This is an optimization exercise on Yosys and OpenROAD, whose aim is small area and a short achievable clock period, not a production implementation. Function was checked by simulation only, so behaviour that the tests miss may differ from the original. No driver is modelled on the clock port, so clocking that relies on it looks cheaper here than on a real chip. No activity file was given, so power comes from the tool's default toggle rates.

## flow/run.sh

```bash
#!/bin/bash
# Own layout flow: the standard ORFS flow (standard.sh, unchanged synthesis), with
#  - timing repair aimed below the design's period (SETUP_SLACK_MARGIN; the SDC is unchanged),
#  - port buffers of a normal buffer cell rather than the smallest one,
#  - after CTS, the clock port drives the tree's branch buffers directly, split in two (flow/flatten_clock_root.tcl).
# Each step's full log is kept by ORFS under orfs/logs/; make's own output goes to flow.log.
set -uo pipefail
here=$(pwd)
bash standard.sh SETUP_SLACK_MARGIN=7.45 "BUFFER_PORTS_ARGS=-buffer_cell sky130_fd_sc_hd__buf_2" \
  "POST_CTS_TCL=$here/flow/flatten_clock_root.tcl" finish > flow.log 2>&1
```

## flow/flatten_clock_root.tcl

```tcl
# POST_CTS hook. CTS builds root buffer -> branch buffers -> leaf buffers -> registers.
# 1. Drop the root buffer: the clock port then feeds the branch buffers directly.
set block [ord::get_db_block]
set clknet [$block findNet clk]

proc loads_of {net} {
  set l {}
  foreach it [$net getITerms] { if {[$it isInputSignal]} { lappend l $it } }
  return $l
}
proc out_net {inst} {
  foreach it [$inst getITerms] { if {[$it isOutputSignal]} { return [$it getNet] } }
  return ""
}

set roots [loads_of $clknet]
puts "clock hook: clock port feeds [llength $roots] cell(s)"
if {[llength $roots] == 1} {
  set root [[lindex $roots 0] getInst]
  set out [out_net $root]
  set loads [loads_of $out]
  if {[llength $loads] <= 4 && [llength $loads] > 0} {
    foreach it $loads {
      set pname "[[$it getInst] getName]/[[$it getMTerm] getName]"
      disconnect_pin [$out getName] $pname
      connect_pin clk $pname
    }
    set rname [$root getName]
    set oname [$out getName]
    delete_instance $rname
    delete_net $oname
    puts "clock hook: removed root $rname"
  }
}

set branches [loads_of $clknet]
set nsplit [expr {4 / max(1, [llength $branches])}]
if {[llength $branches] <= 2} {
  set k 0
  foreach bit $branches {
    set b [$bit getInst]
    set bnet [out_net $b]
    set leaves [loads_of $bnet]
    if {[llength $leaves] < 4} continue
    # split the leaves in two halves along the wider spread of their positions
    set pts {}
    foreach it $leaves {
      set li [$it getInst]
      set loc [$li getLocation]
      lappend pts [list $it [lindex $loc 0] [lindex $loc 1]]
    }
    set xs [lmap p $pts {lindex $p 1}]
    set ys [lmap p $pts {lindex $p 2}]
    set dx [expr {[tcl::mathfunc::max {*}$xs] - [tcl::mathfunc::min {*}$xs]}]
    set dy [expr {[tcl::mathfunc::max {*}$ys] - [tcl::mathfunc::min {*}$ys]}]
    set idx [expr {$dx >= $dy ? 1 : 2}]
    set pts [lsort -integer -index $idx $pts]
    set half [expr {[llength $pts] / 2}]
    set moved [lrange $pts $half end]
    set master [[$b getMaster] getName]
    set nname "clkhook_split_${k}"
    set netname "clkhook_net_${k}"
    incr k
    set newnet [odb::dbNet_create $block $netname]
    $newnet setSigType CLOCK
    set inst [odb::dbInst_create $block [[ord::get_db] findMaster $master] $nname]
    set sx 0; set sy 0
    foreach p $moved { set sx [expr {$sx + [lindex $p 1]}]; set sy [expr {$sy + [lindex $p 2]}] }
    set n [llength $moved]
    $inst setLocation [expr {$sx / $n}] [expr {$sy / $n}]
    $inst setPlacementStatus PLACED
    [$inst findITerm A] connect $clknet
    [$inst findITerm X] connect $newnet
    foreach p $moved {
      set it [lindex $p 0]
      $it disconnect
      $it connect $newnet
    }
    # move the original branch buffer to the centroid of the leaves it keeps
    set sx 0; set sy 0
    set kept [lrange $pts 0 [expr {$half - 1}]]
    foreach p $kept { set sx [expr {$sx + [lindex $p 1]}]; set sy [expr {$sy + [lindex $p 2]}] }
    set n [llength $kept]
    $b setLocation [expr {$sx / $n}] [expr {$sy / $n}]
    puts "clock hook: split [$b getName] ([llength $leaves] leaves) into two"
  }
  detailed_placement
  check_placement -verbose
}
estimate_parasitics -placement
report_clock_latency
```

## standard.sh

```bash
#!/bin/bash
# synth_recipe.tcl (not shown) runs the flow's synth.tcl, then flattens the netlist and writes it again
# the make line also repeats each setting of config.mk as NAME=value (left out here)
make -C /OpenROAD-flow-scripts/flow DESIGN_CONFIG=/design/flow/config.mk WORK_HOME=/design/flow/orfs CLKGATE_MAP_FILE= SYNTH_SCRIPT=/design/flow/synth_recipe.tcl "${@:-finish}"
```

## config.mk

```make
export PLATFORM = sky130hd
export DESIGN_NAME = rrc_filter
export DESIGN_NICKNAME = rrc_filter
export VERILOG_FILES = /design/flow/design.v
export SDC_FILE = /design/flow/constraint.sdc
export NUM_CORES = 4
export LEC_CHECK = 0
export ABC_CLOCK_PERIOD_IN_PS = 800
export CAP_MARGIN = 20
export CORE_MARGIN = 2
export CORE_UTILIZATION = 62
export CTS_BUF_LIST = sky130_fd_sc_hd__clkbuf_16
export CTS_CLUSTER_DIAMETER = 90
export CTS_CLUSTER_SIZE = 32
export PLACE_DENSITY = 0.67
export SLEW_MARGIN = 20
export SYNTH_HIERARCHICAL = 1
```

## constraint.sdc

```tcl
create_clock -name core_clock -period 10.5 [get_ports {clk}]
set_input_delay 2.1000 -clock core_clock [delete_from_list [all_inputs] [get_ports {clk}]]
set_output_delay 2.1000 -clock core_clock [all_outputs]
set_load 0.01 [all_outputs]
```

## design.v

```verilog
module rrc_filter #(
	parameter WIDTH = 9
)(
	input logic clk,
	input logic rst,
	input logic signed [WIDTH-1:0] filter_in,
	output logic signed [WIDTH-1:0] filter_out
);
  logic [8:0] sr0, sr1, sr2, sr3, sr4, sr5, sr6, sr7, sr8, sr9, sr10, sr11, sr12, sr13, sr14, sr15, sr16, sr17, sr18, sr19, sr20, sr21, sr22, sr23, sr24, sr25, sr26, sr27;
  always_ff @(posedge clk or posedge rst) begin
    if (rst) begin
      sr0 <= 9'h000;
      sr1 <= 9'h000;
      sr2 <= 9'h000;
      sr3 <= 9'h000;
      sr4 <= 9'h000;
      sr5 <= 9'h000;
      sr6 <= 9'h000;
      sr7 <= 9'h000;
      sr8 <= 9'h000;
      sr9 <= 9'h000;
      sr10 <= 9'h000;
      sr11 <= 9'h000;
      sr12 <= 9'h000;
      sr13 <= 9'h000;
      sr14 <= 9'h000;
      sr15 <= 9'h000;
      sr16 <= 9'h000;
      sr17 <= 9'h000;
      sr18 <= 9'h000;
      sr19 <= 9'h000;
      sr20 <= 9'h000;
      sr21 <= 9'h000;
      sr22 <= 9'h000;
      sr23 <= 9'h000;
      sr24 <= 9'h000;
      sr25 <= 9'h000;
      sr26 <= 9'h000;
      sr27 <= 9'h000;
    end else begin
      sr0 <= filter_in;
      sr1 <= sr0;
      sr2 <= sr1;
      sr3 <= sr2;
      sr4 <= sr3;
      sr5 <= sr4;
      sr6 <= sr5;
      sr7 <= sr6;
      sr8 <= sr7;
      sr9 <= sr8;
      sr10 <= sr9;
      sr11 <= sr10;
      sr12 <= sr11;
      sr13 <= sr12;
      sr14 <= sr13;
      sr15 <= sr14;
      sr16 <= sr15;
      sr17 <= sr16;
      sr18 <= sr17;
      sr19 <= sr18;
      sr20 <= sr19;
      sr21 <= sr20;
      sr22 <= sr21;
      sr23 <= sr22;
      sr24 <= sr23;
      sr25 <= sr24;
      sr26 <= sr25;
      sr27 <= sr26;
    end
  end
  logic [9:0] t0;
  always_ff @(posedge clk or posedge rst) begin
    if (rst) t0 <= 10'd904;
    else t0 <= 10'd904 - {{1{filter_in[8]}}, filter_in};
  end
  logic [9:0] pv0;
  always_ff @(posedge clk or posedge rst) begin
    if (rst) pv0 <= 10'd0;
    else pv0 <= {sr11[8], sr11} + {sr13[8], sr13};
  end
  logic [27:0] cs3;
  logic [31:0] cs2;
  logic [32:0] cs1;
  wire n1 = ~sr26[0];
  wire s2, c3;
  rrc_fa u3 (.a(sr24[0]), .b(sr27[0]), .ci(n1), .s(s2), .co(c3));
  wire s4, c5;
  rrc_fa u5 (.a(sr14[0]), .b(sr16[0]), .ci(sr18[0]), .s(s4), .co(c5));
  wire s6, c7;
  rrc_fa u7 (.a(sr20[0]), .b(sr23[0]), .ci(sr26[1]), .s(s6), .co(c7));
  wire s8, c9;
  rrc_fa u9 (.a(sr24[1]), .b(sr27[1]), .ci(c3), .s(s8), .co(c9));
  wire n10 = ~s8;
  wire s11, c12;
  rrc_fa u12 (.a(s4), .b(s6), .ci(n10), .s(s11), .co(c12));
  wire s13, c14;
  rrc_fa u14 (.a(sr14[1]), .b(sr15[0]), .ci(sr16[1]), .s(s13), .co(c14));
  wire s15, c16;
  rrc_fa u16 (.a(sr18[1]), .b(sr20[1]), .ci(sr23[1]), .s(s15), .co(c16));
  wire n17 = ~sr26[2];
  wire s18, c19;
  rrc_fa u19 (.a(sr24[2]), .b(sr27[2]), .ci(n17), .s(s18), .co(c19));
  wire s20, c21;
  rrc_fa u21 (.a(c5), .b(c7), .ci(s13), .s(s20), .co(c21));
  wire n22 = ~s15;
  wire s23, c24;
  rrc_fa u24 (.a(s18), .b(n22), .ci(c9), .s(s23), .co(c24));
  wire n25 = ~s23;
  wire s26, c27;
  rrc_fa u27 (.a(s20), .b(n25), .ci(c12), .s(s26), .co(c27));
  wire s28, c29;
  rrc_fa u29 (.a(sr14[2]), .b(sr15[1]), .ci(sr16[0]), .s(s28), .co(c29));
  wire s30, c31;
  rrc_fa u31 (.a(sr16[2]), .b(sr17[0]), .ci(sr18[2]), .s(s30), .co(c31));
  wire s32, c33;
  rrc_fa u33 (.a(sr20[2]), .b(sr23[2]), .ci(sr26[3]), .s(s32), .co(c33));
  wire s34, c35;
  rrc_fa u35 (.a(sr18[0]), .b(sr24[3]), .ci(sr27[3]), .s(s34), .co(c35));
  wire n36 = ~c19;
  wire s37, c38;
  rrc_fa u38 (.a(c14), .b(c16), .ci(n36), .s(s37), .co(c38));
  wire s39, c40;
  rrc_fa u40 (.a(s28), .b(s30), .ci(s32), .s(s39), .co(c40));
  wire n41 = ~s34;
  wire s42, c43;
  rrc_fa u43 (.a(n41), .b(c21), .ci(s37), .s(s42), .co(c43));
  wire n44 = ~c24;
  wire s45, c46;
  rrc_fa u46 (.a(s39), .b(n44), .ci(s42), .s(s45), .co(c46));
  wire s47, c48;
  rrc_fa u48 (.a(sr14[3]), .b(sr15[2]), .ci(sr16[1]), .s(s47), .co(c48));
  wire s49, c50;
  rrc_fa u50 (.a(sr16[3]), .b(sr17[1]), .ci(sr18[3]), .s(s49), .co(c50));
  wire s51, c52;
  rrc_fa u52 (.a(sr20[3]), .b(sr23[3]), .ci(sr26[4]), .s(s51), .co(c52));
  wire s53, c54;
  rrc_fa u54 (.a(sr14[0]), .b(sr18[1]), .ci(sr24[4]), .s(s53), .co(c54));
  wire s55, c56;
  rrc_fa u56 (.a(c29), .b(c31), .ci(c33), .s(s55), .co(c56));
  wire s57, c58;
  rrc_fa u58 (.a(sr27[4]), .b(c35), .ci(s53), .s(s57), .co(c58));
  wire s59, c60;
  rrc_fa u60 (.a(s47), .b(s49), .ci(s51), .s(s59), .co(c60));
  wire s61, c62;
  rrc_fa u62 (.a(c38), .b(c40), .ci(s55), .s(s61), .co(c62));
  wire n63 = ~s57;
  wire s64, c65;
  rrc_fa u65 (.a(s59), .b(n63), .ci(c43), .s(s64), .co(c65));
  wire s66, c67;
  rrc_fa u67 (.a(s61), .b(c46), .ci(s64), .s(s66), .co(c67));
  wire s68, c69;
  rrc_fa u69 (.a(sr14[4]), .b(sr15[3]), .ci(sr16[2]), .s(s68), .co(c69));
  wire s70, c71;
  rrc_fa u71 (.a(sr16[4]), .b(sr17[2]), .ci(sr18[4]), .s(s70), .co(c71));
  wire s72, c73;
  rrc_fa u73 (.a(sr20[4]), .b(sr23[4]), .ci(sr26[5]), .s(s72), .co(c73));
  wire s74, c75;
  rrc_fa u75 (.a(sr14[1]), .b(sr15[0]), .ci(sr18[2]), .s(s74), .co(c75));
  wire s76, c77;
  rrc_fa u77 (.a(sr24[5]), .b(sr27[5]), .ci(c54), .s(s76), .co(c77));
  wire s78, c79;
  rrc_fa u79 (.a(c48), .b(c50), .ci(c52), .s(s78), .co(c79));
  wire s80, c81;
  rrc_fa u81 (.a(s68), .b(s70), .ci(s72), .s(s80), .co(c81));
  wire n82 = ~c56;
  wire s83, c84;
  rrc_fa u84 (.a(s74), .b(n82), .ci(c58), .s(s83), .co(c84));
  wire n85 = ~s76;
  wire s86, c87;
  rrc_fa u87 (.a(c60), .b(s78), .ci(n85), .s(s86), .co(c87));
  wire s88, c89;
  rrc_fa u89 (.a(s80), .b(c62), .ci(s86), .s(s88), .co(c89));
  wire n90 = ~s83;
  wire s91, c92;
  rrc_fa u92 (.a(n90), .b(c65), .ci(s88), .s(s91), .co(c92));
  wire s93, c94;
  rrc_fa u94 (.a(sr14[5]), .b(sr15[4]), .ci(sr16[3]), .s(s93), .co(c94));
  wire s95, c96;
  rrc_fa u96 (.a(sr16[5]), .b(sr17[3]), .ci(sr18[5]), .s(s95), .co(c96));
  wire s97, c98;
  rrc_fa u98 (.a(sr20[5]), .b(sr23[5]), .ci(sr26[6]), .s(s97), .co(c98));
  wire s99, c100;
  rrc_fa u100 (.a(sr14[2]), .b(sr15[1]), .ci(sr18[3]), .s(s99), .co(c100));
  wire s101, c102;
  rrc_fa u102 (.a(sr24[6]), .b(sr27[6]), .ci(c75), .s(s101), .co(c102));
  wire s103, c104;
  rrc_fa u104 (.a(c69), .b(c71), .ci(c73), .s(s103), .co(c104));
  wire s105, c106;
  rrc_fa u106 (.a(s93), .b(s95), .ci(s97), .s(s105), .co(c106));
  wire n107 = ~c79;
  wire s108, c109;
  rrc_fa u109 (.a(s99), .b(c77), .ci(n107), .s(s108), .co(c109));
  wire n110 = ~s101;
  wire s111, c112;
  rrc_fa u112 (.a(c81), .b(s103), .ci(n110), .s(s111), .co(c112));
  wire n113 = ~c84;
  wire s114, c115;
  rrc_fa u115 (.a(s105), .b(c87), .ci(n113), .s(s114), .co(c115));
  wire n116 = ~s108;
  wire s117, c118;
  rrc_fa u118 (.a(n116), .b(s111), .ci(c89), .s(s117), .co(c118));
  wire s119, c120;
  rrc_fa u120 (.a(sr14[6]), .b(sr15[5]), .ci(sr16[4]), .s(s119), .co(c120));
  wire s121, c122;
  rrc_fa u122 (.a(sr16[6]), .b(sr17[4]), .ci(sr18[6]), .s(s121), .co(c122));
  wire s123, c124;
  rrc_fa u124 (.a(sr20[6]), .b(sr23[6]), .ci(sr26[7]), .s(s123), .co(c124));
  wire s125, c126;
  rrc_fa u126 (.a(sr14[3]), .b(sr15[2]), .ci(sr18[4]), .s(s125), .co(c126));
  wire s127, c128;
  rrc_fa u128 (.a(sr24[7]), .b(sr27[7]), .ci(c100), .s(s127), .co(c128));
  wire s129, c130;
  rrc_fa u130 (.a(c94), .b(c96), .ci(c98), .s(s129), .co(c130));
  wire s131, c132;
  rrc_fa u132 (.a(s119), .b(s121), .ci(s123), .s(s131), .co(c132));
  wire n133 = ~c104;
  wire s134, c135;
  rrc_fa u135 (.a(s125), .b(c102), .ci(n133), .s(s134), .co(c135));
  wire n136 = ~s127;
  wire s137, c138;
  rrc_fa u138 (.a(c106), .b(s129), .ci(n136), .s(s137), .co(c138));
  wire n139 = ~c109;
  wire s140, c141;
  rrc_fa u141 (.a(s131), .b(n139), .ci(c112), .s(s140), .co(c141));
  wire n142 = ~s134;
  wire s143, c144;
  rrc_fa u144 (.a(n142), .b(s137), .ci(c115), .s(s143), .co(c144));
  wire s145, c146;
  rrc_fa u146 (.a(sr14[7]), .b(sr15[6]), .ci(sr16[5]), .s(s145), .co(c146));
  wire s147, c148;
  rrc_fa u148 (.a(sr16[7]), .b(sr17[5]), .ci(sr18[7]), .s(s147), .co(c148));
  wire s149, c150;
  rrc_fa u150 (.a(sr20[7]), .b(sr23[7]), .ci(sr24[8]), .s(s149), .co(c150));
  wire s151, c152;
  rrc_fa u152 (.a(sr14[4]), .b(sr15[3]), .ci(sr18[5]), .s(s151), .co(c152));
  wire n153 = ~sr26[8];
  wire s154, c155;
  rrc_fa u155 (.a(sr27[8]), .b(n153), .ci(c120), .s(s154), .co(c155));
  wire n156 = ~c126;
  wire s157, c158;
  rrc_fa u158 (.a(c122), .b(c124), .ci(n156), .s(s157), .co(c158));
  wire s159, c160;
  rrc_fa u160 (.a(s145), .b(s147), .ci(s149), .s(s159), .co(c160));
  wire n161 = ~c130;
  wire s162, c163;
  rrc_fa u163 (.a(s151), .b(c128), .ci(n161), .s(s162), .co(c163));
  wire s164, c165;
  rrc_fa u165 (.a(s154), .b(c132), .ci(s157), .s(s164), .co(c165));
  wire n166 = ~c135;
  wire s167, c168;
  rrc_fa u168 (.a(s159), .b(n166), .ci(c138), .s(s167), .co(c168));
  wire n169 = ~s162;
  wire s170, c171;
  rrc_fa u171 (.a(n169), .b(s164), .ci(c141), .s(s170), .co(c171));
  wire s172, c173;
  rrc_fa u173 (.a(sr15[7]), .b(sr16[6]), .ci(sr17[6]), .s(s172), .co(c173));
  wire s174, c175;
  rrc_fa u175 (.a(sr14[5]), .b(sr14[8]), .ci(sr15[4]), .s(s174), .co(c175));
  wire s176, c177;
  rrc_fa u177 (.a(sr16[8]), .b(sr18[6]), .ci(sr18[8]), .s(s176), .co(c177));
  wire s178, c179;
  rrc_fa u179 (.a(sr20[8]), .b(sr23[8]), .ci(c152), .s(s178), .co(c179));
  wire s180, c181;
  rrc_fa u181 (.a(c146), .b(c148), .ci(c150), .s(s180), .co(c181));
  wire n182 = ~s172;
  wire s183, c184;
  rrc_fa u184 (.a(s174), .b(s176), .ci(n182), .s(s183), .co(c184));
  wire s185, c186;
  rrc_fa u186 (.a(c155), .b(c158), .ci(c160), .s(s185), .co(c186));
  wire n187 = ~s180;
  wire s188, c189;
  rrc_fa u189 (.a(s178), .b(n187), .ci(s183), .s(s188), .co(c189));
  wire n190 = ~c163;
  wire s191, c192;
  rrc_fa u192 (.a(n190), .b(c165), .ci(s185), .s(s191), .co(c192));
  wire n193 = ~s188;
  wire s194, c195;
  rrc_fa u195 (.a(n193), .b(c168), .ci(s191), .s(s194), .co(c195));
  wire s196, c197;
  rrc_fa u197 (.a(sr14[6]), .b(sr15[5]), .ci(sr15[8]), .s(s196), .co(c197));
  wire n198 = ~sr18[7];
  wire s199, c200;
  rrc_fa u200 (.a(sr16[7]), .b(sr17[7]), .ci(n198), .s(s199), .co(c200));
  wire n201 = ~c173;
  wire s202, c203;
  rrc_fa u203 (.a(c175), .b(c177), .ci(n201), .s(s202), .co(c203));
  wire n204 = ~s199;
  wire s205, c206;
  rrc_fa u206 (.a(s196), .b(n204), .ci(c179), .s(s205), .co(c206));
  wire n207 = ~c181;
  wire s208, c209;
  rrc_fa u209 (.a(n207), .b(c184), .ci(s202), .s(s208), .co(c209));
  wire n210 = ~c186;
  wire s211, c212;
  rrc_fa u212 (.a(s205), .b(n210), .ci(c189), .s(s211), .co(c212));
  wire n213 = ~c192;
  wire s214, c215;
  rrc_fa u215 (.a(s208), .b(n213), .ci(s211), .s(s214), .co(c215));
  wire s216, c217;
  rrc_fa u217 (.a(sr14[7]), .b(sr15[6]), .ci(sr16[8]), .s(s216), .co(c217));
  wire n218 = ~sr18[8];
  wire s219, c220;
  rrc_fa u220 (.a(sr17[8]), .b(n218), .ci(c197), .s(s219), .co(c220));
  wire n221 = ~c200;
  wire s222, c223;
  rrc_fa u223 (.a(n221), .b(s216), .ci(c203), .s(s222), .co(c223));
  wire s224, c225;
  rrc_fa u225 (.a(s219), .b(c206), .ci(s222), .s(s224), .co(c225));
  wire s226, c227;
  rrc_fa u227 (.a(c209), .b(c212), .ci(s224), .s(s226), .co(c227));
  wire n228 = ~sr14[8];
  wire s229, c230;
  rrc_fa u230 (.a(sr15[7]), .b(n228), .ci(c217), .s(s229), .co(c230));
  wire s231, c232;
  rrc_fa u232 (.a(c220), .b(s229), .ci(c223), .s(s231), .co(c232));
  wire n233 = ~sr15[8];
  wire s234, c235;
  rrc_fa u235 (.a(n233), .b(c230), .ci(c232), .s(s234), .co(c235));
  wire n236 = ~pv0[1];
  wire s237, c238;
  rrc_fa u238 (.a(sr11[0]), .b(n236), .ci(cs3[1]), .s(s237), .co(c238));
  wire s239, c240;
  rrc_fa u240 (.a(sr10[0]), .b(sr11[1]), .ci(sr13[0]), .s(s239), .co(c240));
  wire n241 = ~pv0[2];
  wire s242, c243;
  rrc_fa u243 (.a(n241), .b(cs3[2]), .ci(s239), .s(s242), .co(c243));
  wire s244, c245;
  rrc_fa u245 (.a(cs3[3]), .b(cs3[4]), .ci(sr8[0]), .s(s244), .co(c245));
  wire s246, c247;
  rrc_fa u247 (.a(sr10[1]), .b(sr11[2]), .ci(sr13[1]), .s(s246), .co(c247));
  wire n248 = ~pv0[3];
  wire s249, c250;
  rrc_fa u250 (.a(n248), .b(c240), .ci(s244), .s(s249), .co(c250));
  wire s251, c252;
  rrc_fa u252 (.a(s246), .b(c243), .ci(s249), .s(s251), .co(c252));
  wire s253, c254;
  rrc_fa u254 (.a(cs3[5]), .b(sr8[1]), .ci(sr10[2]), .s(s253), .co(c254));
  wire s255, c256;
  rrc_fa u256 (.a(sr11[0]), .b(pv0[0]), .ci(pv0[4]), .s(s255), .co(c256));
  wire s257, c258;
  rrc_fa u258 (.a(sr11[3]), .b(sr13[2]), .ci(c245), .s(s257), .co(c258));
  wire n259 = ~s255;
  wire s260, c261;
  rrc_fa u261 (.a(c247), .b(s253), .ci(n259), .s(s260), .co(c261));
  wire s262, c263;
  rrc_fa u263 (.a(c250), .b(s257), .ci(s260), .s(s262), .co(c263));
  wire s264, c265;
  rrc_fa u265 (.a(cs3[6]), .b(cs3[7]), .ci(sr8[2]), .s(s264), .co(c265));
  wire s266, c267;
  rrc_fa u267 (.a(sr10[3]), .b(sr11[4]), .ci(sr13[3]), .s(s266), .co(c267));
  wire s268, c269;
  rrc_fa u269 (.a(sr10[0]), .b(sr11[1]), .ci(pv0[1]), .s(s268), .co(c269));
  wire n270 = ~c254;
  wire s271, c272;
  rrc_fa u272 (.a(pv0[5]), .b(c256), .ci(n270), .s(s271), .co(c272));
  wire n273 = ~s268;
  wire s274, c275;
  rrc_fa u275 (.a(s264), .b(s266), .ci(n273), .s(s274), .co(c275));
  wire n276 = ~s271;
  wire s277, c278;
  rrc_fa u278 (.a(c258), .b(c261), .ci(n276), .s(s277), .co(c278));
  wire s279, c280;
  rrc_fa u280 (.a(s274), .b(c263), .ci(s277), .s(s279), .co(c280));
  wire s281, c282;
  rrc_fa u282 (.a(sr8[3]), .b(sr10[4]), .ci(sr11[5]), .s(s281), .co(c282));
  wire s283, c284;
  rrc_fa u284 (.a(sr10[1]), .b(sr11[2]), .ci(pv0[2]), .s(s283), .co(c284));
  wire n285 = ~pv0[6];
  wire s286, c287;
  rrc_fa u287 (.a(sr13[0]), .b(sr13[4]), .ci(n285), .s(s286), .co(c287));
  wire s288, c289;
  rrc_fa u289 (.a(cs3[8]), .b(cs3[9]), .ci(cs3[10]), .s(s288), .co(c289));
  wire n290 = ~c269;
  wire s291, c292;
  rrc_fa u292 (.a(c265), .b(c267), .ci(n290), .s(s291), .co(c292));
  wire n293 = ~s283;
  wire s294, c295;
  rrc_fa u295 (.a(s281), .b(s286), .ci(n293), .s(s294), .co(c295));
  wire n296 = ~c272;
  wire s297, c298;
  rrc_fa u298 (.a(s288), .b(n296), .ci(c275), .s(s297), .co(c298));
  wire s299, c300;
  rrc_fa u300 (.a(s291), .b(s294), .ci(c278), .s(s299), .co(c300));
  wire s301, c302;
  rrc_fa u302 (.a(s297), .b(c280), .ci(s299), .s(s301), .co(c302));
  wire s303, c304;
  rrc_fa u304 (.a(cs3[12]), .b(sr8[4]), .ci(sr10[5]), .s(s303), .co(c304));
  wire s305, c306;
  rrc_fa u306 (.a(sr11[6]), .b(sr13[0]), .ci(sr13[1]), .s(s305), .co(c306));
  wire s307, c308;
  rrc_fa u308 (.a(sr10[2]), .b(sr11[3]), .ci(pv0[3]), .s(s307), .co(c308));
  wire n309 = ~pv0[7];
  wire s310, c311;
  rrc_fa u311 (.a(sr13[5]), .b(pv0[0]), .ci(n309), .s(s310), .co(c311));
  wire s312, c313;
  rrc_fa u313 (.a(cs3[11]), .b(cs3[13]), .ci(c282), .s(s312), .co(c313));
  wire n314 = ~c284;
  wire s315, c316;
  rrc_fa u316 (.a(c287), .b(n314), .ci(s303), .s(s315), .co(c316));
  wire s317, c318;
  rrc_fa u318 (.a(s305), .b(s310), .ci(c289), .s(s317), .co(c318));
  wire n319 = ~s307;
  wire s320, c321;
  rrc_fa u321 (.a(n319), .b(c292), .ci(s312), .s(s320), .co(c321));
  wire s322, c323;
  rrc_fa u323 (.a(c295), .b(s315), .ci(s317), .s(s322), .co(c323));
  wire s324, c325;
  rrc_fa u325 (.a(c298), .b(s320), .ci(s322), .s(s324), .co(c325));
  wire s326, c327;
  rrc_fa u327 (.a(cs3[15]), .b(cs3[16]), .ci(sr8[5]), .s(s326), .co(c327));
  wire s328, c329;
  rrc_fa u329 (.a(sr10[6]), .b(sr11[7]), .ci(sr13[1]), .s(s328), .co(c329));
  wire s330, c331;
  rrc_fa u331 (.a(sr13[2]), .b(sr13[6]), .ci(pv0[1]), .s(s330), .co(c331));
  wire s332, c333;
  rrc_fa u333 (.a(sr10[3]), .b(sr11[4]), .ci(pv0[4]), .s(s332), .co(c333));
  wire n334 = ~pv0[8];
  wire s335, c336;
  rrc_fa u336 (.a(n334), .b(cs3[14]), .ci(c304), .s(s335), .co(c336));
  wire n337 = ~c308;
  wire s338, c339;
  rrc_fa u339 (.a(c306), .b(c311), .ci(n337), .s(s338), .co(c339));
  wire s340, c341;
  rrc_fa u341 (.a(s326), .b(s328), .ci(s330), .s(s340), .co(c341));
  wire n342 = ~s332;
  wire s343, c344;
  rrc_fa u344 (.a(n342), .b(c313), .ci(c316), .s(s343), .co(c344));
  wire s345, c346;
  rrc_fa u346 (.a(s335), .b(c318), .ci(s338), .s(s345), .co(c346));
  wire s347, c348;
  rrc_fa u348 (.a(s340), .b(c321), .ci(s343), .s(s347), .co(c348));
  wire s349, c350;
  rrc_fa u350 (.a(c323), .b(s345), .ci(s347), .s(s349), .co(c350));
  wire s351, c352;
  rrc_fa u352 (.a(cs3[17]), .b(sr8[6]), .ci(sr10[7]), .s(s351), .co(c352));
  wire s353, c354;
  rrc_fa u354 (.a(sr13[2]), .b(sr13[3]), .ci(sr13[7]), .s(s353), .co(c354));
  wire s355, c356;
  rrc_fa u356 (.a(sr10[4]), .b(sr11[5]), .ci(sr11[8]), .s(s355), .co(c356));
  wire n357 = ~pv0[5];
  wire s358, c359;
  rrc_fa u359 (.a(pv0[2]), .b(pv0[9]), .ci(n357), .s(s358), .co(c359));
  wire s360, c361;
  rrc_fa u361 (.a(cs3[18]), .b(c327), .ci(c329), .s(s360), .co(c361));
  wire n362 = ~c333;
  wire s363, c364;
  rrc_fa u364 (.a(c331), .b(n362), .ci(s351), .s(s363), .co(c364));
  wire n365 = ~s355;
  wire s366, c367;
  rrc_fa u367 (.a(s353), .b(s358), .ci(n365), .s(s366), .co(c367));
  wire s368, c369;
  rrc_fa u369 (.a(c336), .b(c339), .ci(c341), .s(s368), .co(c369));
  wire s370, c371;
  rrc_fa u371 (.a(s360), .b(s363), .ci(s366), .s(s370), .co(c371));
  wire s372, c373;
  rrc_fa u373 (.a(c344), .b(c346), .ci(s368), .s(s372), .co(c373));
  wire s374, c375;
  rrc_fa u375 (.a(s370), .b(c348), .ci(s372), .s(s374), .co(c375));
  wire s376, c377;
  rrc_fa u377 (.a(cs3[19]), .b(sr8[7]), .ci(sr13[3]), .s(s376), .co(c377));
  wire s378, c379;
  rrc_fa u379 (.a(cs3[20]), .b(sr10[5]), .ci(sr10[8]), .s(s378), .co(c379));
  wire s380, c381;
  rrc_fa u381 (.a(sr11[6]), .b(sr13[8]), .ci(pv0[6]), .s(s380), .co(c381));
  wire s382, c383;
  rrc_fa u383 (.a(sr13[4]), .b(pv0[3]), .ci(c352), .s(s382), .co(c383));
  wire n384 = ~c356;
  wire s385, c386;
  rrc_fa u386 (.a(c354), .b(c359), .ci(n384), .s(s385), .co(c386));
  wire n387 = ~s376;
  wire s388, c389;
  rrc_fa u389 (.a(s378), .b(s380), .ci(n387), .s(s388), .co(c389));
  wire s390, c391;
  rrc_fa u391 (.a(c361), .b(c364), .ci(s382), .s(s390), .co(c391));
  wire n392 = ~s388;
  wire s393, c394;
  rrc_fa u394 (.a(c367), .b(s385), .ci(n392), .s(s393), .co(c394));
  wire s395, c396;
  rrc_fa u396 (.a(c369), .b(s390), .ci(c371), .s(s395), .co(c396));
  wire s397, c398;
  rrc_fa u398 (.a(s393), .b(c373), .ci(s395), .s(s397), .co(c398));
  wire s399, c400;
  rrc_fa u400 (.a(sr13[4]), .b(sr13[5]), .ci(pv0[4]), .s(s399), .co(c400));
  wire s401, c402;
  rrc_fa u402 (.a(cs3[21]), .b(cs3[22]), .ci(sr8[8]), .s(s401), .co(c402));
  wire s403, c404;
  rrc_fa u404 (.a(sr10[6]), .b(sr11[7]), .ci(pv0[7]), .s(s403), .co(c404));
  wire n405 = ~c377;
  wire s406, c407;
  rrc_fa u407 (.a(c379), .b(c381), .ci(n405), .s(s406), .co(c407));
  wire n408 = ~s399;
  wire s409, c410;
  rrc_fa u410 (.a(s401), .b(s403), .ci(n408), .s(s409), .co(c410));
  wire n411 = ~c389;
  wire s412, c413;
  rrc_fa u413 (.a(c383), .b(c386), .ci(n411), .s(s412), .co(c413));
  wire n414 = ~c391;
  wire s415, c416;
  rrc_fa u416 (.a(s406), .b(s409), .ci(n414), .s(s415), .co(c416));
  wire s417, c418;
  rrc_fa u418 (.a(c394), .b(s412), .ci(c396), .s(s417), .co(c418));
  wire s419, c420;
  rrc_fa u420 (.a(sr11[8]), .b(sr13[5]), .ci(sr13[6]), .s(s419), .co(c420));
  wire n421 = ~pv0[5];
  wire s422, c423;
  rrc_fa u423 (.a(sr10[7]), .b(pv0[8]), .ci(n421), .s(s422), .co(c423));
  wire s424, c425;
  rrc_fa u425 (.a(cs3[23]), .b(cs3[24]), .ci(cs3[25]), .s(s424), .co(c425));
  wire n426 = ~c400;
  wire s427, c428;
  rrc_fa u428 (.a(c402), .b(c404), .ci(n426), .s(s427), .co(c428));
  wire n429 = ~s419;
  wire s430, c431;
  rrc_fa u431 (.a(s422), .b(n429), .ci(s424), .s(s430), .co(c431));
  wire s432, c433;
  rrc_fa u433 (.a(c407), .b(c410), .ci(s427), .s(s432), .co(c433));
  wire n434 = ~c413;
  wire s435, c436;
  rrc_fa u436 (.a(s430), .b(n434), .ci(s432), .s(s435), .co(c436));
  wire s437, c438;
  rrc_fa u438 (.a(sr10[8]), .b(sr13[6]), .ci(sr13[7]), .s(s437), .co(c438));
  wire n439 = ~cs3[26];
  wire s440, c441;
  rrc_fa u441 (.a(pv0[6]), .b(pv0[9]), .ci(n439), .s(s440), .co(c441));
  wire n442 = ~c423;
  wire s443, c444;
  rrc_fa u444 (.a(c420), .b(n442), .ci(s437), .s(s443), .co(c444));
  wire n445 = ~s440;
  wire s446, c447;
  rrc_fa u447 (.a(c425), .b(n445), .ci(c428), .s(s446), .co(c447));
  wire n448 = ~s443;
  wire s449, c450;
  rrc_fa u450 (.a(c431), .b(n448), .ci(s446), .s(s449), .co(c450));
  wire s451, c452;
  rrc_fa u452 (.a(c433), .b(s449), .ci(c436), .s(s451), .co(c452));
  wire n453 = ~sr13[7];
  wire s454, c455;
  rrc_fa u455 (.a(cs3[27]), .b(sr13[8]), .ci(n453), .s(s454), .co(c455));
  wire s456, c457;
  rrc_fa u457 (.a(pv0[7]), .b(c438), .ci(c441), .s(s456), .co(c457));
  wire n458 = ~s454;
  wire s459, c460;
  rrc_fa u460 (.a(n458), .b(c444), .ci(s456), .s(s459), .co(c460));
  wire n461 = ~s459;
  wire s462, c463;
  rrc_fa u463 (.a(c447), .b(n461), .ci(c450), .s(s462), .co(c463));
  wire n464 = ~pv0[8];
  wire s465, c466;
  rrc_fa u466 (.a(sr13[8]), .b(n464), .ci(c455), .s(s465), .co(c466));
  wire n467 = ~s465;
  wire s468, c469;
  rrc_fa u469 (.a(n467), .b(c457), .ci(c460), .s(s468), .co(c469));
  wire n470 = ~c469;
  wire s471, c472;
  rrc_fa u472 (.a(pv0[9]), .b(c466), .ci(n470), .s(s471), .co(c472));
  wire s473, c474;
  rrc_fa u474 (.a(cs2[0]), .b(cs2[1]), .ci(sr2[0]), .s(s473), .co(c474));
  wire s475, c476;
  rrc_fa u476 (.a(sr0[1]), .b(sr3[0]), .ci(sr6[0]), .s(s475), .co(c476));
  wire s477, c478;
  rrc_fa u478 (.a(sr2[1]), .b(sr5[0]), .ci(sr23[0]), .s(s477), .co(c478));
  wire s479, c480;
  rrc_fa u480 (.a(sr8[0]), .b(sr10[0]), .ci(cs2[2]), .s(s479), .co(c480));
  wire n481 = ~s475;
  wire s482, c483;
  rrc_fa u483 (.a(c474), .b(s477), .ci(n481), .s(s482), .co(c483));
  wire s484, c485;
  rrc_fa u485 (.a(cs2[3]), .b(sr0[2]), .ci(sr3[1]), .s(s484), .co(c485));
  wire s486, c487;
  rrc_fa u487 (.a(sr6[1]), .b(sr8[1]), .ci(sr10[1]), .s(s486), .co(c487));
  wire s488, c489;
  rrc_fa u489 (.a(sr2[2]), .b(sr5[1]), .ci(sr23[1]), .s(s488), .co(c489));
  wire n490 = ~c478;
  wire s491, c492;
  rrc_fa u492 (.a(cs2[4]), .b(c476), .ci(n490), .s(s491), .co(c492));
  wire s493, c494;
  rrc_fa u494 (.a(s484), .b(s486), .ci(c480), .s(s493), .co(c494));
  wire n495 = ~s491;
  wire s496, c497;
  rrc_fa u497 (.a(s488), .b(c483), .ci(n495), .s(s496), .co(c497));
  wire s498, c499;
  rrc_fa u499 (.a(sr0[3]), .b(sr3[2]), .ci(sr6[2]), .s(s498), .co(c499));
  wire s500, c501;
  rrc_fa u501 (.a(sr8[2]), .b(sr10[0]), .ci(sr10[2]), .s(s500), .co(c501));
  wire s502, c503;
  rrc_fa u503 (.a(sr2[3]), .b(sr5[2]), .ci(sr8[0]), .s(s502), .co(c503));
  wire n504 = ~sr23[2];
  wire s505, c506;
  rrc_fa u506 (.a(n504), .b(cs2[5]), .ci(c485), .s(s505), .co(c506));
  wire n507 = ~c489;
  wire s508, c509;
  rrc_fa u509 (.a(c487), .b(n507), .ci(s498), .s(s508), .co(c509));
  wire n510 = ~s502;
  wire s511, c512;
  rrc_fa u512 (.a(s500), .b(n510), .ci(c492), .s(s511), .co(c512));
  wire s513, c514;
  rrc_fa u514 (.a(s505), .b(c494), .ci(s508), .s(s513), .co(c514));
  wire n515 = ~c497;
  wire s516, c517;
  rrc_fa u517 (.a(s511), .b(n515), .ci(s513), .s(s516), .co(c517));
  wire s518, c519;
  rrc_fa u519 (.a(cs2[6]), .b(sr0[4]), .ci(sr3[3]), .s(s518), .co(c519));
  wire s520, c521;
  rrc_fa u521 (.a(sr6[3]), .b(sr8[3]), .ci(sr10[1]), .s(s520), .co(c521));
  wire s522, c523;
  rrc_fa u523 (.a(sr2[4]), .b(sr5[3]), .ci(sr8[1]), .s(s522), .co(c523));
  wire n524 = ~sr23[3];
  wire s525, c526;
  rrc_fa u526 (.a(sr10[3]), .b(n524), .ci(cs2[7]), .s(s525), .co(c526));
  wire n527 = ~c503;
  wire s528, c529;
  rrc_fa u529 (.a(c499), .b(c501), .ci(n527), .s(s528), .co(c529));
  wire n530 = ~s522;
  wire s531, c532;
  rrc_fa u532 (.a(s518), .b(s520), .ci(n530), .s(s531), .co(c532));
  wire s533, c534;
  rrc_fa u534 (.a(s525), .b(c506), .ci(c509), .s(s533), .co(c534));
  wire s535, c536;
  rrc_fa u536 (.a(s528), .b(s531), .ci(c512), .s(s535), .co(c536));
  wire s537, c538;
  rrc_fa u538 (.a(c514), .b(s533), .ci(s535), .s(s537), .co(c538));
  wire s539, c540;
  rrc_fa u540 (.a(sr0[5]), .b(sr3[4]), .ci(sr6[4]), .s(s539), .co(c540));
  wire s541, c542;
  rrc_fa u542 (.a(sr8[4]), .b(sr10[2]), .ci(sr10[4]), .s(s541), .co(c542));
  wire s543, c544;
  rrc_fa u544 (.a(sr2[5]), .b(sr5[4]), .ci(sr8[2]), .s(s543), .co(c544));
  wire n545 = ~sr23[4];
  wire s546, c547;
  rrc_fa u547 (.a(n545), .b(cs2[8]), .ci(c519), .s(s546), .co(c547));
  wire n548 = ~c523;
  wire s549, c550;
  rrc_fa u550 (.a(c521), .b(n548), .ci(s539), .s(s549), .co(c550));
  wire n551 = ~s543;
  wire s552, c553;
  rrc_fa u553 (.a(s541), .b(c526), .ci(n551), .s(s552), .co(c553));
  wire s554, c555;
  rrc_fa u555 (.a(c529), .b(s546), .ci(c532), .s(s554), .co(c555));
  wire s556, c557;
  rrc_fa u557 (.a(s549), .b(s552), .ci(c534), .s(s556), .co(c557));
  wire s558, c559;
  rrc_fa u559 (.a(s554), .b(c536), .ci(s556), .s(s558), .co(c559));
  wire s560, c561;
  rrc_fa u561 (.a(cs2[9]), .b(sr0[6]), .ci(sr3[5]), .s(s560), .co(c561));
  wire s562, c563;
  rrc_fa u563 (.a(sr6[5]), .b(sr8[5]), .ci(sr10[3]), .s(s562), .co(c563));
  wire s564, c565;
  rrc_fa u565 (.a(sr2[6]), .b(sr5[5]), .ci(sr8[3]), .s(s564), .co(c565));
  wire n566 = ~sr23[5];
  wire s567, c568;
  rrc_fa u568 (.a(sr10[5]), .b(n566), .ci(c540), .s(s567), .co(c568));
  wire n569 = ~c544;
  wire s570, c571;
  rrc_fa u571 (.a(c542), .b(n569), .ci(s560), .s(s570), .co(c571));
  wire n572 = ~s564;
  wire s573, c574;
  rrc_fa u574 (.a(s562), .b(n572), .ci(c547), .s(s573), .co(c574));
  wire s575, c576;
  rrc_fa u576 (.a(c550), .b(s567), .ci(c553), .s(s575), .co(c576));
  wire s577, c578;
  rrc_fa u578 (.a(s570), .b(s573), .ci(c555), .s(s577), .co(c578));
  wire s579, c580;
  rrc_fa u580 (.a(s575), .b(c557), .ci(s577), .s(s579), .co(c580));
  wire s581, c582;
  rrc_fa u582 (.a(cs2[10]), .b(cs2[11]), .ci(sr0[7]), .s(s581), .co(c582));
  wire s583, c584;
  rrc_fa u584 (.a(sr3[6]), .b(sr6[6]), .ci(sr8[6]), .s(s583), .co(c584));
  wire s585, c586;
  rrc_fa u586 (.a(sr2[7]), .b(sr5[6]), .ci(sr8[4]), .s(s585), .co(c586));
  wire n587 = ~sr23[6];
  wire s588, c589;
  rrc_fa u589 (.a(sr10[4]), .b(sr10[6]), .ci(n587), .s(s588), .co(c589));
  wire s590, c591;
  rrc_fa u591 (.a(cs2[12]), .b(c561), .ci(c563), .s(s590), .co(c591));
  wire s592, c593;
  rrc_fa u593 (.a(s581), .b(s583), .ci(s588), .s(s592), .co(c593));
  wire n594 = ~c568;
  wire s595, c596;
  rrc_fa u596 (.a(c565), .b(s585), .ci(n594), .s(s595), .co(c596));
  wire s597, c598;
  rrc_fa u598 (.a(c571), .b(s590), .ci(s592), .s(s597), .co(c598));
  wire n599 = ~s595;
  wire s600, c601;
  rrc_fa u601 (.a(c574), .b(c576), .ci(n599), .s(s600), .co(c601));
  wire s602, c603;
  rrc_fa u603 (.a(s597), .b(c578), .ci(s600), .s(s602), .co(c603));
  wire s604, c605;
  rrc_fa u605 (.a(cs2[14]), .b(sr2[8]), .ci(sr3[7]), .s(s604), .co(c605));
  wire s606, c607;
  rrc_fa u607 (.a(sr6[7]), .b(sr8[7]), .ci(sr10[5]), .s(s606), .co(c607));
  wire s608, c609;
  rrc_fa u609 (.a(sr0[8]), .b(sr5[7]), .ci(sr8[5]), .s(s608), .co(c609));
  wire n610 = ~sr23[7];
  wire s611, c612;
  rrc_fa u612 (.a(sr10[7]), .b(n610), .ci(cs2[13]), .s(s611), .co(c612));
  wire s613, c614;
  rrc_fa u614 (.a(c582), .b(c584), .ci(c589), .s(s613), .co(c614));
  wire n615 = ~c586;
  wire s616, c617;
  rrc_fa u617 (.a(n615), .b(s604), .ci(s606), .s(s616), .co(c617));
  wire n618 = ~s608;
  wire s619, c620;
  rrc_fa u620 (.a(n618), .b(s611), .ci(c591), .s(s619), .co(c620));
  wire s621, c622;
  rrc_fa u622 (.a(c593), .b(s613), .ci(s616), .s(s621), .co(c622));
  wire n623 = ~c596;
  wire s624, c625;
  rrc_fa u625 (.a(n623), .b(s619), .ci(c598), .s(s624), .co(c625));
  wire s626, c627;
  rrc_fa u627 (.a(s621), .b(c601), .ci(s624), .s(s626), .co(c627));
  wire s628, c629;
  rrc_fa u629 (.a(cs2[16]), .b(sr5[8]), .ci(sr10[6]), .s(s628), .co(c629));
  wire s630, c631;
  rrc_fa u631 (.a(sr3[8]), .b(sr6[8]), .ci(sr8[6]), .s(s630), .co(c631));
  wire n632 = ~sr23[8];
  wire s633, c634;
  rrc_fa u634 (.a(sr8[8]), .b(sr10[8]), .ci(n632), .s(s633), .co(c634));
  wire s635, c636;
  rrc_fa u636 (.a(cs2[15]), .b(c605), .ci(c607), .s(s635), .co(c636));
  wire s637, c638;
  rrc_fa u638 (.a(c609), .b(s630), .ci(s633), .s(s637), .co(c638));
  wire s639, c640;
  rrc_fa u640 (.a(s628), .b(c612), .ci(c614), .s(s639), .co(c640));
  wire n641 = ~s637;
  wire s642, c643;
  rrc_fa u643 (.a(c617), .b(s635), .ci(n641), .s(s642), .co(c643));
  wire s644, c645;
  rrc_fa u645 (.a(c620), .b(s639), .ci(c622), .s(s644), .co(c645));
  wire s646, c647;
  rrc_fa u647 (.a(s642), .b(c625), .ci(s644), .s(s646), .co(c647));
  wire n648 = ~sr8[7];
  wire s649, c650;
  rrc_fa u650 (.a(cs2[18]), .b(sr10[7]), .ci(n648), .s(s649), .co(c650));
  wire n651 = ~c631;
  wire s652, c653;
  rrc_fa u653 (.a(cs2[17]), .b(c629), .ci(n651), .s(s652), .co(c653));
  wire n654 = ~c634;
  wire s655, c656;
  rrc_fa u656 (.a(n654), .b(s649), .ci(c636), .s(s655), .co(c656));
  wire n657 = ~c638;
  wire s658, c659;
  rrc_fa u659 (.a(s652), .b(n657), .ci(c640), .s(s658), .co(c659));
  wire s660, c661;
  rrc_fa u661 (.a(s655), .b(c643), .ci(s658), .s(s660), .co(c661));
  wire s662, c663;
  rrc_fa u663 (.a(cs2[20]), .b(cs2[21]), .ci(sr8[8]), .s(s662), .co(c663));
  wire n664 = ~c650;
  wire s665, c666;
  rrc_fa u666 (.a(sr10[8]), .b(cs2[19]), .ci(n664), .s(s665), .co(c666));
  wire n667 = ~s665;
  wire s668, c669;
  rrc_fa u669 (.a(s662), .b(c653), .ci(n667), .s(s668), .co(c669));
  wire s670, c671;
  rrc_fa u671 (.a(c656), .b(s668), .ci(c659), .s(s670), .co(c671));
  wire n672 = ~cs2[24];
  wire s673, c674;
  rrc_fa u674 (.a(cs2[23]), .b(cs2[22]), .ci(n672), .s(s673), .co(c674));
  wire n675 = ~c663;
  wire s676, c677;
  rrc_fa u677 (.a(n675), .b(s673), .ci(c666), .s(s676), .co(c677));
  wire n678 = ~s676;
  wire s679, c680;
  rrc_fa u680 (.a(n678), .b(c669), .ci(c671), .s(s679), .co(c680));
  wire s681, c682;
  rrc_fa u682 (.a(cs2[25]), .b(c674), .ci(c677), .s(s681), .co(c682));
  wire s683, c684;
  rrc_fa u684 (.a(cs2[26]), .b(cs2[27]), .ci(c682), .s(s683), .co(c684));
  wire n685 = ~cs1[1];
  wire n686 = ~cs1[3];
  wire n687 = ~cs1[5];
  wire n688 = ~t0[9];
  wire n689 = ~cs1[26];
  wire n690 = ~cs1[27];
  wire n691 = ~cs1[28];
  wire n692 = ~cs1[30];
  wire n693 = ~cs1[31];
  wire n694 = ~cs1[32];
  wire n695 = ~cs1[19];
  wire s696, c697;
  rrc_ha u697 (.a(cs1[0]), .b(t0[0]), .s(s696), .co(c697));
  wire s698, c699;
  rrc_fa u699 (.a(cs1[2]), .b(t0[1]), .ci(n686), .s(s698), .co(c699));
  wire s700, c701;
  rrc_fa u701 (.a(cs1[4]), .b(t0[2]), .ci(n687), .s(s700), .co(c701));
  wire s702, c703;
  rrc_ha u703 (.a(cs1[6]), .b(t0[3]), .s(s702), .co(c703));
  wire s704, c705;
  rrc_fa u705 (.a(cs1[8]), .b(t0[4]), .ci(cs1[7]), .s(s704), .co(c705));
  wire s706, c707;
  rrc_fa u707 (.a(cs1[10]), .b(t0[5]), .ci(cs1[9]), .s(s706), .co(c707));
  wire s708, c709;
  rrc_fa u709 (.a(cs1[12]), .b(t0[6]), .ci(cs1[11]), .s(s708), .co(c709));
  wire s710, c711;
  rrc_fa u711 (.a(cs1[14]), .b(cs1[13]), .ci(t0[7]), .s(s710), .co(c711));
  wire s712, c713;
  rrc_fa u713 (.a(cs1[16]), .b(cs1[15]), .ci(t0[8]), .s(s712), .co(c713));
  wire s714, c715;
  rrc_fa u715 (.a(cs1[17]), .b(cs1[18]), .ci(n688), .s(s714), .co(c715));
  wire s716, c717;
  rrc_fa u717 (.a(cs1[20]), .b(cs1[21]), .ci(n695), .s(s716), .co(c717));
  wire s718, c719;
  rrc_fa u719 (.a(cs1[22]), .b(cs1[23]), .ci(cs1[19]), .s(s718), .co(c719));
  wire n720 = ~cs1[25];
  wire n721 = ~n690;
  wire s722, c723;
  rrc_fa u723 (.a(cs1[29]), .b(n691), .ci(n692), .s(s722), .co(c723));
  wire n724 = ~n693;
  always_ff @(posedge clk or posedge rst) begin
    if (rst) cs3 <= 28'b0111100001000110111100000111;
    else cs3 <= {c235, s234, c227, s231, c225, s226, c215, s214, c195, s194, c171, s170, c144, s167, s143, c118, s140, s117, c92, s114, s91, c67, s66, s45, c27, s26, s11, s2};
  end
  always_ff @(posedge clk or posedge rst) begin
    if (rst) cs2 <= 32'b01010101110110010110001111001001;
    else cs2 <= {c472, s471, s468, c463, s462, c452, s451, c418, s435, c416, s417, c398, s415, s397, c375, s374, c350, s349, c325, c302, s324, c300, s301, s279, s262, c252, s251, s242, c238, s237, pv0[0], cs3[0]};
  end
  always_ff @(posedge clk or posedge rst) begin
    if (rst) cs1 <= 33'b011010011001100100000101010011010;
    else cs1 <= {cs2[31], cs2[30], c684, cs2[29], cs2[28], s683, s681, c680, s679, s670, c661, c647, s660, c645, s646, c627, s626, c603, s602, c580, s579, c559, s558, c538, s537, c517, s516, s496, s493, s482, s479, s473, sr0[0]};
  end
  wire [18:0] fa_ = {1'b1, n694, n724, s722, n721, n689, cs1[24], s718, s716, s714, s712, s710, s708, s706, s704, s702, s700, s698, n685};
  wire [18:0] fb_ = {1'b0, n693, c723, n690, cs1[25], n720, c719, c717, c715, c713, c711, c709, c707, c705, c703, c701, c699, c697, s696};
  wire [18:0] sum_ = fa_ + fb_;
  wire ovf_ = (sum_[18] != sum_[16]) || (sum_[17] != sum_[16]);
  wire [8:0] y_ = ovf_ ? (sum_[18] ? 9'h100 : 9'h0ff) : sum_[16:8];
  always_ff @(posedge clk or posedge rst) begin
    if (rst) filter_out <= 9'd0;
    else filter_out <= y_;
  end
endmodule
module rrc_fa (input logic a, input logic b, input logic ci, output logic s, output logic co);
  assign s = a ^ b ^ ci;
  assign co = (a & b) | (a & ci) | (b & ci);
endmodule
module rrc_carry8 (input logic [7:0] a, input logic [7:0] b, output logic co);
  wire [8:0] t = {1'b0, a} + {1'b0, b};
  assign co = t[8];
endmodule
module rrc_hsat (input logic [10:0] a, input logic [10:0] b, input logic ci, output logic [8:0] y);
  wire [11:0] t2 = {a, ci} + {b, ci};
  wire [10:0] t = t2[11:1];
  wire ovf = (t[10] != t[8]) || (t[9] != t[8]);
  assign y = ovf ? (t[10] ? 9'h100 : 9'h0ff) : t[8:0];
endmodule
module rrc_fa1 (input logic a, input logic b, output logic s, output logic co);
  assign s = ~(a ^ b);
  assign co = a | b;
endmodule
module rrc_ha (input logic a, input logic b, output logic s, output logic co);
  assign s = a ^ b;
  assign co = a & b;
endmodule
```

==> summary.txt, run 1 <==
crit path max fanout=6; syn_area_per_cell=between 15 and 20 µm²; Detail Route met3 WL=866 µm; most frequent cells in the layout=dfrtp_1 (296), fa_1 (282), inv_1 (143), dfstp_2 (49), ha_1 (28); sequential fraction of the synthesis area=54.54%; Worst Path Class, Setup=reg2reg; Die Ht=170.5 µm; Yosys reg bits=372; share of layout cells above drive strength 1=16.28%; vias in the first global route=8,324; Initial Utilization=63.39%; initial antenna violation count=0; post-DR vias/cell=just over 5; clock slew at reported path FFs=120 ps; I/O pins=20; met2 WL=14.18 mm; Setup Skew=33.82 ps; max-capacitance violation count=0; Tmin final=around 3000 ps; Cell Area, Synth=17,180 µm²; slowest cell on the critical path=fa_2; Setup-failing EPs final=0; Critical Path Start=sr13[1]$_DFF_PP0_; part of the cycle the worst path needs=28.40%; Pwr per Cell Area=301.0 nW/µm²; final hold viol count=0; Yosys warnings=7; unrepaired setup endpoints after global routing=yes; Syn Nets=1,310; setup TNS=0 ps; most common cell after layout, fill and taps aside=dfrtp_1; first-pass GRT wire length=45.70 mm; startpoint types=flip-flop; Routed Wire Length=27.87 mm; Final #Nets=1,360; Antenna diodes=0; port bufs=19; Routed WL per cell=19.85 µm; DRT antenna net count=0; asr flop ratio synth=100.0%; GRT Util Overall=21.42%; Rows=60; Critical Path Sink=cs2[16]$_DFF_PP1_; most used cell, CP=fa_1; Critical Path RT=roughly 11,000 ps; Reg-to-Reg End=cs2[16]$_DFF_PP1_; CTS Sinks=372; Lkg Pwr=0.008143 µW; number of iterations in the first detailed-routing pass=4; Least-Margin Pin Slew=587.2 ps; Via Count=7,154; placer congestion estimate=0.8277; clk latency of the worst-skew pair=340 ps; crit end category=flip-flop; number of synthesized flops with an enable pin=0; Chip Width=between 150 and 200 µm; Syn Inst Count=973; r2r worst-path depth=5; detailed-route DRC error count=0; RR Startpoint=sr13[1]$_DFF_PP0_; Fmax=335.3 MHz; initial drt markers=284; Max stage delay on crit path=540 ps; worst hold path type=reg2reg; CP cell instances=fa_1 > fa_1 > fa_2 > fa_2 > fa_1; Tot Pwr=5553 µW; final slew viol count=0; Slew Limit Headroom=60.86%; Met1 Routed Length=12.39 mm; top sig layer=met4; area grow syn2layout=7.378%; FF-to-FF setup slack=about 7500 ps; Final HPWL DP=21.68 mm; CTS tree=yes; Netlist cell types=50; status=timing/DRC/antenna clean; GRT overflow=0; Top FF cell, synth=dfrtp_1; CP arrival=3260 ps; die area=29,060 µm²; IR drop worst, VDD=190.9 µV; core area=approximately 27,000 µm²; pin count of the biggest net entering global routing=150
==> worst min path at each step <==
stage | slack [ps] | endpoint | cells after the start | startpoint
after floorplan | 330 | cs1[29]$_DFF_PP0_ | 0 | cs2[29]$_DFF_PP0_
after global placement | 330 | sr10[7]$_DFF_PP0_ | 0 | sr9[7]$_DFF_PP0_
after detailed placement | 330 | sr26[2]$_DFF_PP0_ | 0 | sr25[2]$_DFF_PP0_
after global routing | 350 | sr22[0]$_DFF_PP0_ | 0 | sr21[0]$_DFF_PP0_
final | 330 | sr13[3]$_DFF_PP0_ | 0 | sr12[3]$_DFF_PP0_
==> layer usage <==
metal	up-vias	track usage [%]
li1	3080	-
met1	3978	31.68
met2	69	35.19
met3	27	3.488
met4	0	3.828
met5	-	0
==> per-stage QoR <==
| stage | worst slack [ps] | hold WS (ps) | cells | area (µm²) | utilization, % |
|---|---|---|---|---|---|
| floorplan | 3446 | 331.2 | 973 | 17180 | - |
| global placement | 6585 | 331.3 | 1365 | 17770 | 65.55 |
| detailed placement | 6548 | 334.7 | 1365 | 17770 | 65.55 |
| global route | 7442 | 348.4 | 1404 | 18450 | 68.07 |
| finish | 7518 | 331.1 | 1404 | 18450 | 68.07 |
==> worst max-delay path: cells and delay by family, from the launching register on <==
family,cells,cell delay (ps)
adders and majority gates,5,2420
DFF,1,510
==> cell usage after synthesis (4+ instances only) <==
master,number,area (µm²)
o21bai_1,4,30.03
nor2_1,6,22.52
o21ai_1,7,35.03
xnor2_1,11,96.34
dfstp_2,49,1287
inv_1,138,518.0
a21o_1,7,52.55
o21ai_0,8,40.04
ha_1,29,362.9
fa_1,297,5946
nand2_1,10,37.54
a21oi_1,25,125.1
dfrtp_1,323,8083
xor2_1,10,87.58
==> sequential cells by signal (all words and copies together), names as in the netlist, 10 cells and up <==
signal / flops
cs1: 32
cs2: 32
cs3: 28
pv0: 10
==> power by group <==
group	total, µW	internal, µW	leakage [µW]	switching [µW]
clock	689	286	0.000241	403
sequential	2010	1840	0.00426	173
combinational	2860	1290	0.00364	1560
==> modules after synthesis, one instance, submodules excluded <==
module | cell area (µm²) | cells inside
rrc_filter | 11230 | 675
rrc_fa | 20.02 | 1
rrc_ha | 12.51 | 1
==> cell families after synthesis <==
| family | count (synthesis) | synth area share (%) |
|---|---|---|
| AO/OA/AOI/OAI | 81 | 3.394 |
| adder cells (fa/ha/maj) | 326 | 36.72 |
| flip-flops | 372 | 54.54 |
| buffers and inverters | 142 | 3.190 |
| AND/OR/NAND/NOR | 30 | 0.9906 |
| XOR/XNOR | 22 | 1.165 |
==> area by class of cell, without the clock buffers <==
cell class / count / area, µm²
Buffer: 2 / 50.05
Fill cell: 1847 / 8653
Multi-Input combinational cell: 459 / 7315
Timing Repair Buffer: 35 / 281.5
Sequential cell: 372 / 9404
Clock inverter: 11 / 51.30
Inverter: 139 / 530.5
Tap cell: 372 / 465.4
==> inputs of run 2 (changes only) <==
--- a/flow/run.sh
+++ b/flow/run.sh
@@ -7,4 +7,4 @@
 set -uo pipefail
 here=$(pwd)
-bash standard.sh SETUP_SLACK_MARGIN=7.45 "BUFFER_PORTS_ARGS=-buffer_cell sky130_fd_sc_hd__buf_2" \
+bash standard.sh SETUP_SLACK_MARGIN=7.42 "BUFFER_PORTS_ARGS=-buffer_cell sky130_fd_sc_hd__buf_2" \
   "POST_CTS_TCL=$here/flow/flatten_clock_root.tcl" finish > flow.log 2>&1
==> run 2 against run 1 <==
Still clean on timing, DRC and antenna. Register-to-register slack got worse by 20 ps. First-iteration DRC count is 7.7% higher. Combinational power about the same. Core utilization decreased by 0.26 points. Routed wire length shrank 0.33%. Worst hold slack is essentially flat. Sequential share of layout area up 0.12 points. Maximum frequency shrank 0.73%. Global-route usage barely moved. Power shrank 0.41%. Clock power about the same. Clock skew about the same. Critical endpoint is now cs2[18]$_DFF_PP0_.
==> summary.txt, run 2 <==
Setup-failing EPs final=0 (unchanged); number of iterations in the first detailed-routing pass=4 (unchanged); initial antenna violation count=0 (unchanged); clock slew at reported path FFs=120 ps (about the same); Routed WL per cell=19.84 µm (was 19.85 µm); I/O pins=20 (unchanged); Yosys warnings=7 (unchanged); Netlist cell types=50 (unchanged); Pwr per Cell Area=301.0 nW/µm² (about the same); number of synthesized flops with an enable pin=0 (unchanged); Final HPWL DP=21.68 mm (unchanged); Worst Path Class, Setup=reg2reg (unchanged); area grow syn2layout=6.969% (was 7.378%); Syn Nets=1,310 (unchanged); Chip Width=170.5 µm (unchanged); Fmax=332.9 MHz (was 335.3 MHz); DRT antenna net count=0 (unchanged); leading area contributor after synthesis=dfrtp_1 (unchanged); worst hold path type=reg2reg (unchanged); Yosys reg bits=372 (unchanged); Final #Nets=1,356 (was 1,360); Die Ht=170.5 µm (unchanged); top-count cell post-synth=dfrtp_1 (unchanged); Top FF cell, synth=dfrtp_1 (unchanged); sequential fraction of the synthesis area=54.54% (unchanged); Routed Wire Length=27.77 mm (was 27.87 mm); Slew Limit Headroom=60.79% (was 60.86%); syn_area_per_cell=17.66 µm² (unchanged); WHS=331.1 ps (about the same); asr flop ratio synth=100.0% (unchanged); status=timing/DRC/antenna clean (unchanged); crit end category=flip-flop (unchanged); adder-cell area share of the yosys netlist=36.72% (unchanged); unrepaired setup endpoints after global routing=no (was yes); post-DR vias/cell=5.108 (was 5.095); Critical Path RT=10,710 ps (was 10,770 ps); vias in the first global route=8,323 (was 8,324); detailed-route DRC error count=0 (unchanged); Via Count=7,151 (was 7,154); Syn Inst Count=973 (unchanged); core area=27,100 µm² (unchanged); Filler cells=1,851 (was 1,847); first-pass GRT wire length=45.69 mm (was 45.70 mm); Rows=60 (unchanged); setup TNS=0 ps (unchanged); startpoint types=flip-flop (unchanged); Top Usage Layer GRT=met2 (unchanged); Antenna diodes=0 (unchanged); Setup Skew=34.01 ps (was 33.82 ps); placer congestion estimate=0.8277 (unchanged); utilization after layout=67.81% (was 68.07%); Largest regs=cs1 (32), cs2 (32), cs3 (28) (unchanged); Cell Area, Synth=17,180 µm² (unchanged); max-capacitance violation count=0 (unchanged); final slew viol count=0 (unchanged); CTS Sinks=372 (unchanged); largest family of logic cells by synthesized area=adder cells (unchanged); Synth Area in Compound Gates=3.394% (unchanged); die area=29,060 µm² (unchanged); Post-synth top cells=dfrtp_1 (323), fa_1 (297), inv_1 (138) (unchanged); pin count of the biggest net entering global routing=150 (unchanged); Tmin final=3004 ps (was 2982 ps); XOR/XNOR Fraction of Synth Area=1.165% (unchanged); GRT overflow=0 (unchanged); Initial Utilization=63.39% (unchanged); mux contribution to synthesized area=0% (unchanged); most common cell after layout, fill and taps aside=dfrtp_1 (unchanged); crit path max fanout=3 (was 6); clk latency of the worst-skew pair=340 ps (about the same); part of the cycle the worst path needs=28.61% (was 28.40%); most frequent cells in the layout=dfrtp_1 (307), fa_1 (290), inv_1 (143), dfstp_2 (49), ha_1 (29) (was dfrtp_1 (296), fa_1 (282), inv_1 (143), dfstp_2 (49), ha_1 (28)); Least-Margin Pin Slew=588.1 ps (was 587.2 ps); port bufs=19 (unchanged); share of layout cells above drive strength 1=14.01% (was 16.28%); Lkg Pwr=0.008144 µW (was 0.008143 µW); Yosys top cell area share=47.05% (unchanged); Area contributors post-synth=dfrtp_1 (47%), fa_1 (35%), dfstp_2 (7.5%), inv_1 (3.0%), ha_1 (2.1%) (unchanged); CTS tree=yes (unchanged); grt met2 use=35.19% (unchanged); met3 usage=3.488% (unchanged); IR drop worst, VDD=190.6 µV (was 190.9 µV); post-synthesis simple-gate area fraction=0.9905% (unchanged); grt met1 use=31.65% (was 31.68%); GRT Util Overall=21.41% (was 21.42%); initial drt markers=306 (was 284); final hold viol count=0 (unchanged); CP arrival=3210 ps (was 3260 ps)
==> run 2: cell type report, without the clock buffers <==
cell class,instances,area [µm²],share of cell area (%)
buffer,2,50.05,0.2723
clock inverter,11,51.30,0.2791
inverter,139,530.5,2.887
multi-input combinational,459,7288,39.66
sequential,372,9390,51.10
tap,372,465.4,2.533
timing repair buffer,31,251.5,1.368
==> run 2: critical path, stage by stage (launching register included) <==
cell and delay [ps]:
dfrtp_2 480, fa_1 470, fa_1 460, fa_1 500, fa_1 550, fa_1 410
==> run 2: per-layer routing <==
metal	part of all wire (%)	up-vias	routed length, µm
li1	-	3073	-
met1	44	3980	12360
met2	51	71	14130
met3	3.1	27	855
met4	1.5	0	430
met5	0	-	0
==> run 2: path summary, 6_finish.rpt <==
path,startpoint,to,slack (ps),cells past startpoint
worst min register to register,sr12[3]$_DFF_PP0_,sr13[3]$_DFF_PP0_,330,0
worst max-delay path,sr13[2]$_DFF_PP0_,cs2[18]$_DFF_PP0_,7500,5
worst min-delay path,sr12[3]$_DFF_PP0_,sr13[3]$_DFF_PP0_,330,0
max in group asynchronous,rst,cs3[8]$_DFF_PP1_,7700,4
min in group asynchronous,rst,sr16[8]$_DFF_PP0_,1930,3
worst max register to register,sr13[2]$_DFF_PP0_,cs2[18]$_DFF_PP0_,7500,5
==> run 2: Yosys stat by module (local to each module, per instance) <==
| module | flip-flops and latches | cells inside | times used |
|---|---|---|---|
| rrc_filter | 372 | 675 | 1 |
| rrc_fa | 0 | 1 | 296 |
| rrc_ha | 0 | 1 | 2 |
==> run 2: per-stage QoR <==
| step | total power (µW) | setup WS (ps) | cells | area [µm²] |
|---|---|---|---|---|
| after floorplan | 4195 | 3446 | 973 | 17180 |
| after global placement | 4842 | 6585 | 1365 | 17770 |
| after detailed placement | 4927 | 6548 | 1365 | 17770 |
| after global routing | 6098 | 7420 | 1400 | 18380 |
| final | 5531 | 7496 | 1400 | 18380 |
==> run 2: power by group <==
group | internal [µW] | switching, µW
Sequential | 1830 | 173
Combinational | 1280 | 1560
Clock | 286 | 402
Total | 3400 | 2130
==> run 2: kinds of logic (layout without fill, tap and decap cells) <==
family,after synthesis,count (layout)
flip-flops,372,372
adder cells (fa/ha/maj),326,326
buffers and inverters,142,197
AO/OA/AOI/OAI,81,81
AND/OR/NAND/NOR,30,30
XOR/XNOR,22,22

[port drivers added, routing unchanged]
How much do the figures lean on ideal ports? The routed layouts below were timed once more, with nothing changed but the port constraints.
Step 1, drivers: a clkbuf_16 drives clk and a buf_2 each remaining input, both assumed.
Step 2 also shifts input and output timing later by t, the mid clock arrival at the registers, as if the neighbouring blocks saw the same clock.
a / b / c = no drivers / after step 1 / after step 2; a / b = the first two.
run	t, ns	setup slack, ns	worst setup path at the end	worst data-port slew with drivers (ns)	pins driven straight from the clock port
run 1	0.426	7.518 / 7.473 / 7.274	input to register	0.03	4
run 2	0.426	7.496 / 7.474 / 7.277	input to register	0.03	4
After both steps every run listed still meets setup and hold. The setup slack of run 1, which loses most, moves by -0.045 ns with the drivers and by -0.244 ns with both steps.
